Source: an optimization exercise on an open RTL-to-GDS flow (aim: small area). Production flows keep margins and buffers that such runs may drop. Function was checked by simulation only, so behaviour that the tests miss may differ from the original. Power and IR drop assume default switching activity.

==> inputs of run F <==
==> flow/design.v <==
module FFE_top #(
    parameter DATA_WIDTH = 12,
    parameter NUM_STAGES = 2
) (
    input   wire                            clk,
    input   wire                            rst_n,
    input   wire                            load_in,
    input   wire signed [DATA_WIDTH-1:0]    data_in,
    output  reg  signed [DATA_WIDTH-1:0]    data_out,
    output  reg                             data_valid
);
    reg         q0, q1, sel, enable;
    reg  [1:0]  count;
    reg  [2:0]  nload;
    reg  [11:0] s0, s1, s2;
    reg  [7:0]  s3h;             
    reg         s3z;             
    reg  [11:0] acc;
    wire ls   = q1;
    wire flag = sel | count[0] | count[1];
    wire tap0 = ~count[1] & ~count[0];
    wire tap1 = ~count[1] &  count[0];
    wire tap2 =  count[1] &  count[0];
    wire tap3 =  count[1] & ~count[0];
    always @(posedge clk, negedge rst_n) begin
        if (!rst_n) begin
            q0 <= 1'b0; q1 <= 1'b0; sel <= 1'b0;
            count <= 2'd0; enable <= 1'b0; nload <= 3'd0;
            data_valid <= 1'b0; data_out <= 12'd0;
        end else begin
            q0 <= load_in;
            q1 <= q0;
            sel <= ls;
            count <= flag ? {count[0], ~count[1]} : 2'd0;
            enable <= tap3;
            data_valid <= enable;
            if (enable) data_out <= acc;
            if (ls) nload <= {nload[1], nload[1] | nload[0], ~nload[2]};
        end
    end
    always @(posedge clk)
        if (ls) begin
            s0 <= data_in;
            s1 <= s0;
            s2 <= s1;
            s3h <= s2[11:4];
            s3z <= (s2[3:0] == 4'd0);
        end
    wire v1 = nload[1];
    wire v2 = nload[2];
    wire v3 = nload[2] & ~nload[0];
    wire d0 = tap0;
    wire d1 = tap1 & v1;
    wire d2 = tap2 & v2;
    wire d3 = tap3 & v3;
    wire k1 = s2[0] & s2[2];
    wire k2 = (s2[1] & s2[3]) | (k1 & (s2[1] | s2[3]));
    wire c2 = (s2[2] & s2[4]) | (k2 & (s2[2] | s2[4]));
    wire [11:0] b = ({12{d0}} &  {s0[11], s0[11:1]})
                  | ({12{d1}} & ~{{2{s1[11]}}, s1[11:2]})
                  | ({12{d2}} &  {{3{s2[11]}}, s2[11:3]})
                  | ({12{d3}} & ~{{4{s3h[7]}}, s3h});
    wire cin = (d1 & (s1[1:0] == 2'd0))
             | (d2 & c2)
             | (d3 & s3z);
    wire g = sel & ~tap3 & v2;
    wire [11:0] a = ({12{g}} & {{5{s2[11]}}, s2[11:5]}) | ({12{~sel}} & acc);
    wire [12:0] c;
    wire [11:0] sum;
    assign c[0] = cin;
    genvar i;
    generate
        for (i = 0; i < 12; i = i + 1) begin : rca
            assign sum[i]  = a[i] ^ b[i] ^ c[i];
            assign c[i+1]  = (a[i] & b[i]) | (c[i] & (a[i] ^ b[i]));
        end
    endgenerate
    always @(posedge clk)
        acc <= sum;
endmodule
==> flow/flow/run.sh <==
#!/bin/bash
# Own layout flow: the standard flow (standard.sh) with three changes.
#  1. Synthesis uses an area-oriented ABC script (flow/abc_area_nobuf.script)
#     in place of ORFS's speed script; everything else in synthesis is the
#     standard one (synth_recipe.tcl), so the registers are the same.
#  2. The ports are buffered with the smallest buffer, sky130_fd_sc_hd__buf_1.
#  3. Clock tree synthesis uses fewer, larger clusters and no dummy loads.
# Each tool's output goes to a log file of its own in this folder.
set -euo pipefail
here=$(pwd)
rm -rf "$here/scripts_abc"
cp -r "$FLOW_HOME/scripts" "$here/scripts_abc"
cp "$here/flow/abc_area_nobuf.script" "$here/scripts_abc/abc_speed.script"
export BUFFER_PORTS_ARGS="-buffer_cell sky130_fd_sc_hd__buf_1"
export CTS_ARGS="$(cat "$here/flow/cts_args.txt")"
bash standard.sh SCRIPTS_DIR="$here/scripts_abc" synth > "$here/synth.log" 2>&1
bash standard.sh finish > "$here/layout.log" 2>&1
==> flow/flow/abc_area_nobuf.script <==
strash
dch
map -a
topo
==> flow/flow/cts_args.txt <==
-sink_clustering_enable -repair_clock_nets -dont_use_dummy_load -sink_clustering_size 40 -sink_clustering_max_diameter 200 -buf_list sky130_fd_sc_hd__clkbuf_8
==> flow/standard.sh <==
#!/bin/bash
# synth_recipe.tcl (not shown) runs the flow's synth.tcl, then flattens the netlist and writes it again
# the make line also repeats each setting of config.mk as NAME=value (left out here)
make -C /OpenROAD-flow-scripts/flow DESIGN_CONFIG=/design/flow/config.mk WORK_HOME=/design/flow/orfs CLKGATE_MAP_FILE= SYNTH_SCRIPT=/design/flow/synth_recipe.tcl "${@:-finish}"
==> flow/config.mk <==
export PLATFORM = sky130hd
export DESIGN_NAME = FFE_top
export DESIGN_NICKNAME = FFE_top
export VERILOG_FILES = /design/flow/design.v
export SDC_FILE = /design/flow/constraint.sdc
export NUM_CORES = 4
export LEC_CHECK = 0
export CAP_MARGIN = 20
export CORE_MARGIN = 2
export CORE_UTILIZATION = 40
export SLEW_MARGIN = 20
==> flow/constraint.sdc <==
create_clock -name core_clock -period 10.0 [get_ports {clk}]
set_input_delay 2.0000 -clock core_clock [delete_from_list [all_inputs] [get_ports {clk}]]
set_output_delay 2.0000 -clock core_clock [all_outputs]
set_load 0.01 [all_outputs]
==> run X (differences from run F) <==
==> flow/flow/cts_args.txt (replaced) <==
-sink_clustering_enable -repair_clock_nets -dont_use_dummy_load -sink_clustering_size 40 -sink_clustering_max_diameter 200 -buf_list sky130_fd_sc_hd__clkbuf_2 sky130_fd_sc_hd__clkbuf_4
Settings changed: CORE_UTILIZATION 40 to 70.
==> run B (differences from run F) <==
==> flow/design.v (replaced) <==
module FFE_top #(
    parameter DATA_WIDTH = 12,
    parameter NUM_STAGES = 2
) (
    input   wire                            clk,
    input   wire                            rst_n,
    input   wire                            load_in,
    input   wire signed [DATA_WIDTH-1:0]    data_in,
    output  reg  signed [DATA_WIDTH-1:0]    data_out,
    output  reg                             data_valid
);
    reg         q0, q1, sel, flag, enable;
    reg  [1:0]  count;
    reg  [11:0] s0, s1, s2;
    reg  [7:0]  s3h;             
    reg         s3z;             
    reg  [11:0] acc;
    wire ls = q1;
    always @(posedge clk, negedge rst_n) begin
        if (!rst_n) begin
            q0 <= 1'b0; q1 <= 1'b0; sel <= 1'b0;
            flag <= 1'b0; count <= 2'd0; enable <= 1'b0;
            data_valid <= 1'b0; data_out <= 12'd0;
            s0 <= 12'd0; s1 <= 12'd0; s2 <= 12'd0; s3h <= 8'd0; s3z <= 1'b0;
        end else begin
            q0 <= load_in;
            q1 <= q0;
            sel <= ls;
            if (ls) flag <= 1'b1;
            else if (count == 2'd3) flag <= 1'b0;
            count <= flag ? count + 2'd1 : 2'd0;
            enable <= (count == 2'd3);
            data_valid <= enable;
            if (enable) data_out <= acc;
            if (ls) begin
                s0 <= data_in;
                s1 <= s0;
                s2 <= s1;
                s3h <= s2[11:4];
                s3z <= (s2[3:0] == 4'd0);
            end
        end
    end
    reg  [11:0] b;
    reg         cin;
    always @(*) begin
        case (count)
            2'd0: begin b = {s0[11], s0[11:1]};           cin = 1'b0; end
            2'd1: begin b = ~{{2{s1[11]}}, s1[11:2]};     cin = (s1[1:0] == 2'd0); end
            2'd2: begin b = {{3{s2[11]}}, s2[11:3]};      cin = ({1'b0, s2[2:0]} + {1'b0, s2[4:2]}) >= 4'd8; end
            default: begin b = ~{{4{s3h[7]}}, s3h};       cin = s3z; end
        endcase
    end
    wire [11:0] a = sel ? ((count != 2'd3) ? {{5{s2[11]}}, s2[11:5]} : 12'd0) : acc;
    always @(posedge clk)
        acc <= a + b + {11'd0, cin};
endmodule
==> flow/run.sh (new file) <==
#!/bin/bash
# synth_recipe.tcl (not shown) runs the flow's synth.tcl, then flattens the netlist and writes it again
# the make line also repeats each setting of config.mk as NAME=value (left out here)
make -C /OpenROAD-flow-scripts/flow DESIGN_CONFIG=/design/flow/config.mk WORK_HOME=/design/flow/orfs CLKGATE_MAP_FILE= SYNTH_SCRIPT=/design/flow/synth_recipe.tcl finish
removed: flow/flow/run.sh
removed: flow/flow/abc_area_nobuf.script
removed: flow/flow/cts_args.txt
removed: flow/standard.sh
==> summary of the runs <==
Run B completed with no timing, DRC or antenna violations. Run X did not get past 4_1_cts, error STA-0564. Run F went through all stages and came out clean.
Against run F, the critical path depth of run B is lower by 18.
Between run B and run F, the lower area after synthesis is in run F (gap about 25%, measured against run F).
Of run F and run B, run B has the higher total power (gap about 32%, measured against run B).
Between run F and run B, the lower wire length is in run F (gap 26%, measured against run B).
In run B the core utilization is higher than in run F, by 1.7 points.
Between run B and run F, the lower register-to-register slack is in run F (gap 3.3 ns).

afterwards: timing with drivers on the ports:
No port has a modelled driver above. Below, the same layouts with a new extraction and two added sets of constraints.
Step 1 assumes that a clkbuf_16 drives the clock port and a buf_2 every other input.
Step 2, shift: input delay + t, output delay - t, t = (earliest + latest rising clock arrival at the registers) / 2. This alone moves slack from input paths to output paths.
Three values: ideal ports, drivers, drivers and shift; two values: the first two.
run | t (ns) | slack for setup (ns) | worst register clock-pin slew, ns | worst data-port slew with drivers (ns)
run F | 0.360 | 3.566 / 3.566 / 3.566 | 0.09 / 0.09 | 0.03
run B | 0.371 | 6.773 / 6.742 / 6.910 | 0.08 / 0.08 | 0.03
After both steps setup and hold are still met in every run listed.
